Source: an optimization exercise on an open RTL-to-GDS flow (aim: small area). Production flows keep margins and buffers that such runs may drop.
Only simulation tests tie the RTL to the original design; equivalence was not proved.

==> inputs of indigo <==
Design i2c_Slave, start of the top module:
module i2c_Slave (
    input scl,
    input clk,
    input rst,
    input sda_i,
    output sda_oe,
    output busy,
    output reg ack_err,
    output reg done
);
    reg [1023:0] m;       
    reg [4:0] c;          
    reg fl;               
    reg pw;               
    reg [6:0] a7;         
    reg rw;               
    reg [6:0] addr;       
    reg [7:0] din;        
    reg oe;               
    reg [3:0] bitcnt;
    reg [2:0] state;
    localparam IDLE = 0, READ_ADDR = 1, SEND_ACK1 = 2, SEND_DATA = 3,
               MASTER_ACK = 4, READ_DATA = 5, SEND_ACK2 = 6,
               DETECT_STOP = 7;
    assign busy = (state != IDLE);
    assign sda_oe = oe;
    wire [4:0] cn = c + 1;
    wire hit = pw && (addr[3:0] == cn[3:0]);
    reg [7:0] sel;
    reg [7:0] wdn [0:7];   
    integer r, p;
    always @(*) begin
        for (r = 0; r < 8; r = r + 1) begin
            sel[r] = fl || (hit && addr[6:4] == r);
            wdn[r] = (fl ? {1'b0, r[2:0], cn[3:0]} : din) ^ {8{!cn[4]}};
        end
    end
    always @(posedge clk) begin
        for (r = 0; r < 8; r = r + 1) begin
            for (p = 15; p > 0; p = p - 1)
                m[(r*16+p)*8 +: 8] <= m[(r*16+p-1)*8 +: 8];
            m[(r*16)*8 +: 8] <= ~((m[(r*16+15)*8 +: 8] | {8{sel[r]}}) &
                                  (wdn[r] | {8{!sel[r]}}));
        end
    end
    always @(posedge clk) begin
        if (rst) begin
            c <= 0;
            fl <= 1;
        end else begin
            c <= cn;
            if (c[3:0] == 15)
                fl <= 0;
        end
    end
    wire [2:0] rr = a7[6:4];
    wire [3:0] x = a7[3:0];
    wire [3:0] cl = c[3:0];
    wire [1:0] q4 = cl[3:2] - x[3:2];       
    wire at4 = (cl[1:0] == x[1:0]);
    wire inv4 = c[4] ^ (cl < {q4, 2'b00});
    wire q8 = cl[3] ^ x[3];                 
    wire at8 = (cl[2:0] == x[2:0]);
    wire inv8 = c[4] ^ (q8 && !cl[3]);
    wire at16 = (cl == x);
    wire inv16 = c[4];
    reg [7:0] nxt;
    always @(*) begin
        nxt = din;
        if (at4) begin
            nxt[7] = m[({rr, q4, 2'b00}) * 8 + 7] ^ inv4;
  ...
==> module i2c_Slave, before the edit <==
module i2c_Slave (
    input scl,
    input clk,
    input rst,
    input sda_i,
    output sda_oe,
    output busy,
    output reg ack_err,
    output reg done
);
    reg [1023:0] m;       
    reg [4:0] c;          
    reg fl;               
    reg pw;               
    reg [6:0] a7;         
    reg rw;               
    reg [6:0] addr;       
    reg [7:0] din;        
    reg oe;               
    reg [3:0] bitcnt;
    reg [2:0] state;
    localparam IDLE = 0, READ_ADDR = 1, SEND_ACK1 = 2, SEND_DATA = 3,
               MASTER_ACK = 4, READ_DATA = 5, SEND_ACK2 = 6,
               DETECT_STOP = 7;
    assign busy = (state != IDLE);
    assign sda_oe = oe;
    wire [4:0] cn = c + 1;
    wire hit = pw && (addr[3:0] == cn[3:0]);
    reg [7:0] sel;
    reg [7:0] wdn [0:7];   
    integer r, p;
    always @(*) begin
        for (r = 0; r < 8; r = r + 1) begin
            sel[r] = fl || (hit && addr[6:4] == r);
            wdn[r] = (fl ? {1'b0, r[2:0], cn[3:0]} : din) ^ {8{!cn[4]}};
        end
    end
    always @(posedge clk) begin
        for (r = 0; r < 8; r = r + 1) begin
            for (p = 15; p > 0; p = p - 1)
                m[(r*16+p)*8 +: 8] <= m[(r*16+p-1)*8 +: 8];
            m[(r*16)*8 +: 8] <= ~((m[(r*16+15)*8 +: 8] | {8{sel[r]}}) &
                                  (wdn[r] | {8{!sel[r]}}));
        end
    end
    always @(posedge clk) begin
        if (rst) begin
            c <= 0;
            fl <= 1;
        end else begin
            c <= cn;
            if (c[3:0] == 15)
                fl <= 0;
        end
    end
    wire [2:0] rr = a7[6:4];
    wire [3:0] x = a7[3:0];
    wire [3:0] cl = c[3:0];
    wire [1:0] q4 = cl[3:2] - x[3:2];       
    wire at4 = (cl[1:0] == x[1:0]);
    wire inv4 = c[4] ^ (cl < {q4, 2'b00});
    wire q8 = cl[3] ^ x[3];                 
    wire at8 = (cl[2:0] == x[2:0]);
    wire inv8 = c[4] ^ (q8 && !cl[3]);
    wire at16 = (cl == x);
    wire inv16 = c[4];
    reg [7:0] nxt;
    always @(*) begin
        nxt = din;
        if (at4) begin
            nxt[7] = m[({rr, q4, 2'b00}) * 8 + 7] ^ inv4;
            nxt[6] = m[({rr, q4, 2'b00}) * 8 + 6] ^ inv4;
        end
        if (at8)
            for (p = 2; p < 6; p = p + 1)
                nxt[p] = m[({rr, q8, 3'b000}) * 8 + p] ^ inv8;
        if (at16)
            for (p = 0; p < 2; p = p + 1)
                nxt[p] = m[({rr, 4'b0000}) * 8 + p] ^ inv16;
    end
    reg sda_prev;
    reg scl_prev;
    always @(posedge clk) begin
        if (rst) begin
            sda_prev <= 1;
            scl_prev <= 1;
        end else begin
            sda_prev <= sda_i;
            scl_prev <= scl;
        end
    end
    wire start_condition = (sda_prev == 1 && sda_i == 0 && scl_prev && scl);
    wire stop_condition  = (sda_prev == 0 && sda_i == 1 && scl_prev && scl);
    wire scl_rise = !scl_prev && scl;
    wire scl_fall = scl_prev && !scl;
    wire shift_din = !start_condition && !(stop_condition && state != IDLE) &&
                     state == READ_DATA && !bitcnt[3] && scl_rise;
    always @(posedge clk) begin
        if (shift_din)
            din <= {din[6:0], sda_i};
        else if (state != READ_DATA && !pw)
            din <= nxt;
    end
    always @(posedge clk) begin
        if (rst) begin
            bitcnt <= 0;
            state <= IDLE;
            oe <= 0;
            pw <= 0;
            ack_err <= 0;
            done <= 0;
        end else begin
            done <= 0;
            if (hit)
                pw <= 0;
            if (start_condition) begin
                state <= READ_ADDR;
                bitcnt <= 0;
                oe <= 0;
            end else if (stop_condition && state != IDLE) begin
                done <= (state == DETECT_STOP);
                oe <= 0;
                state <= IDLE;
            end else begin
                case (state)
                    READ_ADDR: begin
                        if (!bitcnt[3]) begin
                            if (scl_rise) begin
                                if (bitcnt[2:0] == 7)
                                    rw <= sda_i;
                                else
                                    a7 <= {a7[5:0], sda_i};
                                bitcnt <= bitcnt + 1;
                            end
                        end else if (scl_fall) begin
                            addr <= a7;
                            state <= SEND_ACK1;
                            oe <= 1;
                            bitcnt <= 0;
                        end
                    end
                    SEND_ACK1: begin
                        if (scl_fall) begin
                            if (rw) begin
                                oe <= !din[7];
                                state <= SEND_DATA;
                            end else begin
                                oe <= 0;
                                state <= READ_DATA;
                            end
                        end
                    end
                    READ_DATA: begin
                        if (!bitcnt[3]) begin
                            if (scl_rise)
                                bitcnt <= bitcnt + 1;
                        end else if (scl_fall) begin
                            pw <= 1;
                            state <= SEND_ACK2;
                            bitcnt <= 0;
                            oe <= 1;
                        end
                    end
                    SEND_ACK2: begin
                        if (scl_fall) begin
                            oe <= 0;
                            state <= DETECT_STOP;
                        end
                    end
                    SEND_DATA: begin
                        if (scl_fall) begin
                            if (bitcnt == 7) begin
                                bitcnt <= 0;
                                oe <= 0;
                                state <= MASTER_ACK;
                            end else begin
                                oe <= !din[6 - bitcnt];
                                bitcnt <= bitcnt + 1;
                            end
                        end
                    end
                    MASTER_ACK: begin
                        if (scl_rise) begin
                            ack_err <= (sda_i == 0) ? 1 : 0;
                            state <= DETECT_STOP;
                        end
                    end
                    default: begin
                    end
                endcase
            end
        end
    end
endmodule
export LEC_CHECK = 0
export CAP_MARGIN = 20
export CORE_MARGIN = 2
export CORE_UTILIZATION = 70
export CTS_BUF_LIST = sky130_fd_sc_hd__clkbuf_4
export CTS_CLUSTER_DIAMETER = 40
export CTS_CLUSTER_SIZE = 12
export GPL_TIMING_DRIVEN = 0
export SLEW_MARGIN = 20
create_clock -name core_clock -period 10.0 [get_ports {clk}]
standard.sh (not shown) runs the stock make flow with config.mk's settings and CLKGATE_MAP_FILE= SYNTH_SCRIPT=/design/flow/synth_recipe.tcl, a recipe that flattens the netlist after the stock synthesis.
==> flow/flow/run.sh <==
#!/bin/bash
# Standard layout (the standard.sh, unchanged synthesis and steps), with
# clock tree synthesis told not to add dummy load cells for skew balancing.
set -euo pipefail
export CTS_ARGS="-sink_clustering_enable -repair_clock_nets -sink_clustering_size 12 -sink_clustering_max_diameter 40 -buf_list sky130_fd_sc_hd__clkbuf_4 -dont_use_dummy_load"
bash standard.sh finish > standard.log 2>&1
==> xenon (differences from indigo) <==
--- a/flow/design.v
+++ b/flow/design.v
@@ -103,7 +103,6 @@
     end
     always @(posedge clk) begin
         if (rst) begin
-            bitcnt <= 0;
             state <= IDLE;
             oe <= 0;
             pw <= 0;
--- a/flow/config.mk
+++ b/flow/config.mk
@@ -11,5 +11,4 @@
 export CTS_BUF_LIST = sky130_fd_sc_hd__clkbuf_4
 export CTS_CLUSTER_DIAMETER = 40
 export CTS_CLUSTER_SIZE = 12
-export GPL_TIMING_DRIVEN = 0
 export SLEW_MARGIN = 20
==> flow_summary.html <==
<table>
<tr><th>Metric</th><th>Value</th></tr>
<tr><th colspan="2">Yosys</th></tr>
<tr><td>Adder and majority cell fraction of the synthesized area</td><td>less than 1%</td></tr>
<tr><td>Synth Instances</td><td>1457</td></tr>
<tr><td>Xor and xnor area share after synthesis</td><td>under 10%</td></tr>
<tr><td>Share of Yosys cell area claimed by the top area cell type</td><td>83.68%</td></tr>
<tr><td>Number of distinct standard cells referenced by the synthesized netlist</td><td>52</td></tr>
<tr><th colspan="2">GRT</th></tr>
<tr><td>Pin count of the biggest net entering global routing</td><td>41</td></tr>
<tr><td>First-pass GRT wire length</td><td>about 53000 um</td></tr>
<tr><td>Via count of the first global-routing pass</td><td>9963</td></tr>
<tr><th colspan="2">Critical path</th></tr>
<tr><td>Depth of the worst register-to-register path</td><td>7</td></tr>
<tr><td>Crit Reg-Reg Endpoint</td><td>m[519]$_DFF_P_</td></tr>
<tr><td>Critical path fanouts, max</td><td>18</td></tr>
<tr><th colspan="2">Floorplan</th></tr>
<tr><td>Floorplan die area</td><td>~37000 um2</td></tr>
<tr><th colspan="2">Routing</th></tr>
<tr><td>Met3 layer wire length in the routed design</td><td>1342 um</td></tr>
<tr><td>Vias/cell</td><td>4.949</td></tr>
<tr><th colspan="2">Timing</th></tr>
<tr><td>Final period util</td><td>43.13%</td></tr>
<tr><td>Worst Hold Margin</td><td>0.2891 ns</td></tr>
<tr><th colspan="2">Status</th></tr>
<tr><td>Status</td><td>finished clean</td></tr>
</table>
The numbers above come from xenon.

==> flow_summary.html <==
<table>
<tr><th>Metric</th><th>Value</th></tr>
<tr><th colspan="2">Status</th></tr>
<tr><td>Status</td><td>finished clean</td></tr>
<tr><th colspan="2">Yosys</th></tr>
<tr><td>Adder and majority cell fraction of the synthesized area</td><td>0.3823%</td></tr>
<tr><td>Number of distinct standard cells referenced by the synthesized netlist</td><td>44</td></tr>
<tr><td>Synth Instances</td><td>1473</td></tr>
<tr><td>Xor and xnor area share after synthesis</td><td>1.122%</td></tr>
<tr><td>Share of Yosys cell area claimed by the top area cell type</td><td>between 80 and 90%</td></tr>
<tr><th colspan="2">Floorplan</th></tr>
<tr><td>Floorplan die area</td><td>37060 um2</td></tr>
<tr><th colspan="2">Clocking</th></tr>
<tr><td>H-tree depth</td><td>3</td></tr>
<tr><td>Max Root-Sink Buffers</td><td>3</td></tr>
<tr><th colspan="2">Finish</th></tr>
<tr><td>Share of the core filled with cells in the final layout</td><td>roughly three quarters</td></tr>
<tr><th colspan="2">Critical path</th></tr>
<tr><td>Crit Reg-Reg Endpoint</td><td>din[3]$_DFFE_PP_</td></tr>
<tr><td>Critical path fanouts, max</td><td>10</td></tr>
<tr><th colspan="2">Routing</th></tr>
<tr><td>Met3 layer wire length in the routed design</td><td>1451 um</td></tr>
<tr><td>Vias/cell</td><td>a little under 5</td></tr>
<tr><th colspan="2">GRT</th></tr>
<tr><td>First-pass GRT wire length</td><td>54430 um</td></tr>
<tr><th colspan="2">Timing</th></tr>
<tr><td>Worst Hold Margin</td><td>0.2988 ns</td></tr>
</table>
The numbers above come from indigo.

-- what the ideal ports hide --
Ports are ideal in the flow. The routed layouts listed here were re-timed in OpenROAD. Step 1, drivers: a clkbuf_16 drives clk and a buf_2 each remaining input, both assumed. Step 2 adds t to the input delays and takes it off the output delays; t is the mean of the earliest and latest rising clock arrival at the registers after step 1. Input paths then give back, and output paths get back, about the clock's delay inside the block. a / b / c = ideal ports / drivers / drivers and shift; a / b = the first two.
run | shift t [ns] | setup slack, ns | worst slew at a driven data input, ns
indigo | 0.830 | 5.357 / 5.311 / 5.473 | 0.03
xenon | 0.809 | 5.687 / 5.635 / 5.312 | 0.03
After both steps every run listed still meets setup and hold. For xenon, which loses most, drivers alone change the setup slack by -0.052 ns; drivers and shift together by -0.375 ns.
